This is an optimization exercise on Yosys and OpenROAD, whose aim is a short achievable clock period, not a production implementation.
Function was checked by simulation only, so behaviour that the tests miss may differ from the original.
Power and IR drop assume default switching activity.

==> flow/design.v <==
module pe
#(
    parameter DATA_BIT = 8
)(
    input clk, 
    input rst,
    input [DATA_BIT-1:0] input_north, 
    input [DATA_BIT-1:0] input_west,
    output reg [DATA_BIT-1:0] output_south, 
    output reg [DATA_BIT-1:0] output_east,
    output reg [2*DATA_BIT-1:0] result
);
    (* use_dsp = "yes" *) reg [DATA_BIT-1:0] north_reg;
    (* use_dsp = "yes" *) reg [DATA_BIT-1:0] west_reg;
    (* use_dsp = "yes" *) reg [2*DATA_BIT-1:0] mult_reg;
    always @(posedge clk or posedge rst) begin 
        if(rst) begin
            north_reg <= 0;
            west_reg <= 0;
            mult_reg <= 0;
            result <= 0;
            output_east <= 0;
            output_south <= 0;
        end
        else begin
            north_reg <= input_north;
            west_reg <= input_west;
            mult_reg <= north_reg * west_reg;
            result <= mult_reg + result;
            output_east <= input_west;
            output_south <= input_north;
        end
    end
endmodule
module systolic_array
#(
    parameter DATA_BIT = 8
)
(
    input [DATA_BIT-1:0] input_west0, 
    input [DATA_BIT-1:0] input_west4, 
    input [DATA_BIT-1:0] input_west8, 
    input [DATA_BIT-1:0] input_west12,
    input [DATA_BIT-1:0] input_north0, 
    input [DATA_BIT-1:0] input_north1, 
    input [DATA_BIT-1:0] input_north2, 
    input [DATA_BIT-1:0] input_north3,
    input clk, 
    input rst, 
    output reg done,
    output [2*DATA_BIT-1:0] result0, result1, result2, result3, 
                            result4, result5, result6, result7, 
                            result8, result9, result10, result11, 
                            result12, result13, result14, result15
);
    reg [3:0] count;
    wire [DATA_BIT-1:0] output_south0, output_south1, output_south2, output_south3, 
                         output_south4, output_south5, output_south6, output_south7, 
                         output_south8, output_south9, output_south10, output_south11, 
                         output_south12, output_south13, output_south14, output_south15;
    wire [DATA_BIT-1:0] output_east0, output_east1, output_east2, output_east3, 
                         output_east4, output_east5, output_east6, output_east7, 
                         output_east8, output_east9, output_east10, output_east11, 
                         output_east12, output_east13, output_east14, output_east15;
    pe #(.DATA_BIT(DATA_BIT)) P0 (clk, rst, input_north0, input_west0, output_south0, output_east0, result0);
    pe #(.DATA_BIT(DATA_BIT)) P1 (clk, rst, input_north1, output_east0, output_south1, output_east1, result1);
    pe #(.DATA_BIT(DATA_BIT)) P2 (clk, rst, input_north2, output_east1, output_south2, output_east2, result2);
    pe #(.DATA_BIT(DATA_BIT)) P3 (clk, rst, input_north3, output_east2, output_south3, output_east3, result3);
    pe #(.DATA_BIT(DATA_BIT)) P4 (clk, rst, output_south0, input_west4, output_south4, output_east4, result4);
    pe #(.DATA_BIT(DATA_BIT)) P8 (clk, rst, output_south4, input_west8, output_south8, output_east8, result8);
    pe #(.DATA_BIT(DATA_BIT)) P12 (clk, rst, output_south8, input_west12, output_south12, output_east12, result12);
    pe #(.DATA_BIT(DATA_BIT)) P5 (clk, rst, output_south1, output_east4, output_south5, output_east5, result5);
    pe #(.DATA_BIT(DATA_BIT)) P6 (clk, rst, output_south2, output_east5, output_south6, output_east6, result6);
    pe #(.DATA_BIT(DATA_BIT)) P7 (clk, rst, output_south3, output_east6, output_south7, output_east7, result7);
    pe #(.DATA_BIT(DATA_BIT)) P9 (clk, rst, output_south5, output_east8, output_south9, output_east9, result9);
    pe #(.DATA_BIT(DATA_BIT)) P10 (clk, rst, output_south6, output_east9, output_south10, output_east10, result10);
    pe #(.DATA_BIT(DATA_BIT)) P11 (clk, rst, output_south7, output_east10, output_south11, output_east11, result11);
    pe #(.DATA_BIT(DATA_BIT)) P13 (clk, rst, output_south9, output_east12, output_south13, output_east13, result13);
    pe #(.DATA_BIT(DATA_BIT)) P14 (clk, rst, output_south10, output_east13, output_south14, output_east14, result14);
    pe #(.DATA_BIT(DATA_BIT)) P15 (clk, rst, output_south11, output_east14, output_south15, output_east15, result15);
    always @(posedge clk or posedge rst) begin
        if(rst) begin
            done <= 0;
            count <= 0;
        end
        else begin
            if(count == 9) begin
                done <= 1;
                count <= 0;
            end
            else begin
                done <= 0;
                count <= count + 1;
            end
        end 
    end 
endmodule
==> flow/run.sh <==
#!/bin/bash
# synth_recipe.tcl (not shown) runs the flow's synth.tcl, then flattens the netlist and writes it again
# the make line also repeats each setting of config.mk as NAME=value (left out here)
make -C /OpenROAD-flow-scripts/flow DESIGN_CONFIG=/design/flow/config.mk WORK_HOME=/design/flow/orfs CLKGATE_MAP_FILE= SYNTH_SCRIPT=/design/flow/synth_recipe.tcl finish
==> flow/config.mk <==
export PLATFORM = sky130hd
export DESIGN_NAME = systolic_array
export DESIGN_NICKNAME = systolic_array
export VERILOG_FILES = /design/flow/design.v
export SDC_FILE = /design/flow/constraint.sdc
export NUM_CORES = 4
export LEC_CHECK = 0
export CAP_MARGIN = 20
export CORE_MARGIN = 2
export CORE_UTILIZATION = 40
export SLEW_MARGIN = 20
==> flow/constraint.sdc <==
create_clock -name core_clock -period 5.0 [get_ports {clk}]
set_input_delay 1.0000 -clock core_clock [delete_from_list [all_inputs] [get_ports {clk}]]
set_output_delay 1.0000 -clock core_clock [all_outputs]
set_load 0.01 [all_outputs]
==> impl.org <==
** Timing
- Highest clock frequency the design can meet :: 213 MHz
- Final worst slack :: 0.309 ns
- Final number of max-transition violations :: 0
- The number of failing hold endpoints at the final stage is 0.
- Max-Slew Margin vs Limit :: between 40 and 50%
- The clock arrives with 0.0275 ns of skew.
- The worst path uses 93.8% of the clock period.
- Min Hold Slack :: 0.408 ns
- Final-report setup violation count :: 0
- Transition time of the tightest slew-check pin :: 0.825 ns
- Unrepaired setup endpoints after global routing :: no
- The routed design could run at a clock period as short as about 4.7 ns.
- Adding up every negative setup slack in the final design gives 0 ns.

** Cells and area
- The library cell used most frequently in the layout, excluding fill and tap cells, is inv_1.
- The final layout contains roughly 8.1k nets.
- Highest-count cells in the layout ignoring fill and taps :: inv_1 (950), and2_1 (845), ha_1 (816)
- For this run, the share of the core covered by cells in the final layout is a little under half.
- Final non-filler cell area :: 73,500 um2
- The finished layout holds between 8k and 9k standard cells, fillers aside.
- Post-synthesis to final-layout area growth :: 15.2%
- Share of layout cells above drive strength 1 :: 4.01%

** Place
- Routability Congestion :: 0.886
- # placed instances :: 8,625
- HPWL after detailed placement :: 119,000 um
- Cell Area, Placed :: roughly 70,000 um2
- At the placement stage, the worst setup path has a slack of 0.279 ns.
- I/O Buffers :: 322

** Floorplanning
- The die is 403 um wide.
- For this design the top-level I/O count stands at 323.
- The floorplan has between 100 and 150 rows.
- Chip height :: 403 um
- Floorplan die area :: 163,000 um2
- CORE AREA :: 158,000 um2
- Once the floorplan was initialized, standard cells occupied 40.3% of the core.

** Synthesis
- After technology mapping, the gate count stands at 6,194.
- In the synthesized netlist the async set-or-reset flop fraction comes to 100%.
- The synthesized design contains 773 register bits.
- The average instance in the mapped netlist occupies 10.3 um2.
- Prevailing post-synth register cell :: dfrtp_1
- Yosys warning total :: 2
- When the netlist entered floorplanning its net count stood at approximately 7.7k.
- The netlist uses 73 different library cells.
- Cell area after technology mapping :: 63,800 um2
- Proportion of synthesized chip area in sequential cells :: 30.3%
- The synthesized design contains 0 enable-type register cells.

** Detailed routing
- For this block, the via count after detailed routing is 44.2k.
- Routed wire length per instance :: 16.8 um
- Antenna Violating Nets Remaining :: 0
- Iteration count of the initial detailed-routing pass :: 5
- Dividing the detail-routed via count by the number of cells gives 5.01.
- The detailed router finished its first iteration with 1,811 violations.
- Post-detailed-route DRC marker count :: 0
- After detailed routing, the total wire length is 148,000 um.

** Outcome
- Outcome :: complete, no violations

** Worst setup path
- Along the worst path, the maximum fanout reaches 7.
- The number of buffers and inverters on the critical path is 2.
- On the worst path, the slowest cell contributes a delay of 0.50 ns.
- Worst setup SP type :: register
- Among all stages on the critical path, the largest delay is contributed by dfrtp_1.
- Grouping stages by cell kind, the critical path spends the most delay in adder cells.
- Most Frequent Cell on Critical Path :: fa_1
- Capturing element type of the critical path :: register
- Category of the most critical setup path :: register to register
- STA puts the critical path data arrival time at 5.30 ns.
- STA puts the critical path data required time at 5.61 ns.
- Worst-path cell chain :: and2_1 > fa_1 > fa_1 > inv_1 > fa_1 > fa_1 > inv_1 > ha_1 > o21a_1 > o31a_1 > o211ai_1 > a21oi_1 > a2111oi_2 > a21oi_1 > xnor2_1

** Worst hold path
- In this run the worst hold path is classified as register to register.

** Clock tree
- Clock tree synthesis selected as its root buffer the cell clkbuf_16.
- Counting along the longest clock path gives a buffer depth of 3.
- Counting the buffers created by CTS gives 96.
- Once the clock tree was built, the resizer swapped 0 gates to a different size.
- The H-tree was split into 3 levels.
- Worst-path clk slew :: 0.06 ns
- Clock tree synthesis found a total of 773 sinks.
- Clock insertion delay at the later pin of the skew report :: between 0.7 and 0.8 ns
- TritonCTS built the clock tree.
- For this design, the CTS-stage hold fixing added 0 buffers.
- Total setup buffers inserted after CTS :: 0

** Flow run
- The tool flagged a number of max-cap violations equal to 0.

** Pwr
- Max IR drop VDD :: 0.467 mV
- In this run the static leakage power is 35.9 nW.
- Total power for the finished layout comes to between 40 and 50 mW.
- Power spread over the standard cell area amounts to 589 nW/um2.

** GRT
- The number of global-route vias before repair was 46.8k.
- Pin count of the biggest net entering global routing :: 111
- Global-route wire length before repair :: 245,000 um
- Antenna violations before repair :: 9
- Across every metal layer, demand over resource in global routing totals 18.6%.
- Grt ovf :: 0
-- layout make-up --
type	instances	area [um2]
Tap cell	2072	2590
Timing Repair Buffer	380	3800
Clock buffer	125	2710
Sequential cell	773	19300
Inverter	951	3570
Fill cell	14802	84900
Multi-Input combinational cell	4449	40800
Clock inverter	51	674
Antenna cell	4	10.0
-- worst reg2reg max path, stage by stage, from the launching register on --
cell,delay (ns)
dfrtp_1,0.50
and2_1,0.25
fa_1,0.44
fa_1,0.50
inv_1,0.06
fa_1,0.50
fa_1,0.50
inv_1,0.04
ha_1,0.32
o21a_1,0.20
o31a_1,0.12
o211ai_1,0.23
a21oi_1,0.13
a2111oi_2,0.48
a21oi_1,0.14
xnor2_1,0.15
-- Yosys cell counts (29+ instances only) --
cell      instances  area share, %
nand2_1         322            1.9
a21o_1          102            1.2
inv_1           951            5.6
nor2_1          214            1.3
xor2_1           74            1.0
xnor2_1         266            3.7
dfrtp_1         773             30
ha_1            816             16
and2_1          845            8.3
o21a_1           79           0.93
nor3_1           82           0.64
o21ai_0         161            1.3
nand2b_1         32           0.31
a21oi_1         273            2.1
nand4_1          29           0.28
nand3_1          60           0.47
nor2b_1          64           0.63
o21bai_1         43           0.51
fa_1            592             19
a211oi_1         43           0.51
-- report_power, final --
part,switching (mW),internal (mW)
Sequential,1.53,8.68
Combinational,13.4,12.2
Clock,2.95,4.51
-- per-layer routing --
layer	GRT usage, %	up-vias	wire [um]
met5	0	-	43
met4	5.70	6	3980
met3	2.86	192	5890
met2	33.0	646	74800
met1	23.3	22066	63400
li1	-	21247	-
-- logic make-up (layout without fill, tap and decap cells) --
kind of cell	count (synthesis)	after routing	synth area share, %
flops	773	773	30.3
compound gates	920	920	9.45
other cells	0	4	0
mux	4	4	0.0647
fa+ha+maj	1408	1408	34.6
buf+inv	972	1507	5.72
xor+xnor	340	340	4.67
simple gates	1777	1777	15.2
-- path summary, 6_finish.rpt --
check	start	end	slack (ns)	cells after the start
hold reg to reg	P1.west_reg[5]$_DFF_PP0_	P2.west_reg[5]$_DFF_PP0_	0.41	0
hold / removal	P1.west_reg[5]$_DFF_PP0_	P2.west_reg[5]$_DFF_PP0_	0.41	0
setup reg to reg	P1.west_reg[2]$_DFF_PP0_	P1.mult_reg[15]$_DFF_PP0_	0.31	15
max in group asynchronous	rst	P3.output_south[6]$_DFF_PP0_	3.05	4
min in group asynchronous	rst	P10.west_reg[6]$_DFF_PP0_	0.79	2
setup / recovery	P1.west_reg[2]$_DFF_PP0_	P1.mult_reg[15]$_DFF_PP0_	0.31	15

static timing again, ports no longer ideal:
The results above use ideal ports. As a check the final layout listed here was re-extracted and re-timed, cells and wires unchanged. Step 1 assumes that a clkbuf_16 drives the clock port and a buf_2 every other input. Step 2 times the ports against the registers' clock, not the clock port: input delays grow and output delays shrink by t, the midpoint of the rising clock arrivals with the driver on. a / b / c = ideal / step 1 / step 2; a / b = the first two.
shift t [ns]: 0.794
setup slack, ns: 0.309 / 0.309 / 0.309
worst setup path at the end: register to register
worst register clock-pin slew, ns: 0.06 / 0.06
After both steps setup and hold are still met in this run. The setup slack of this run moves by 0.000 ns with the drivers and by 0.000 ns with both steps.
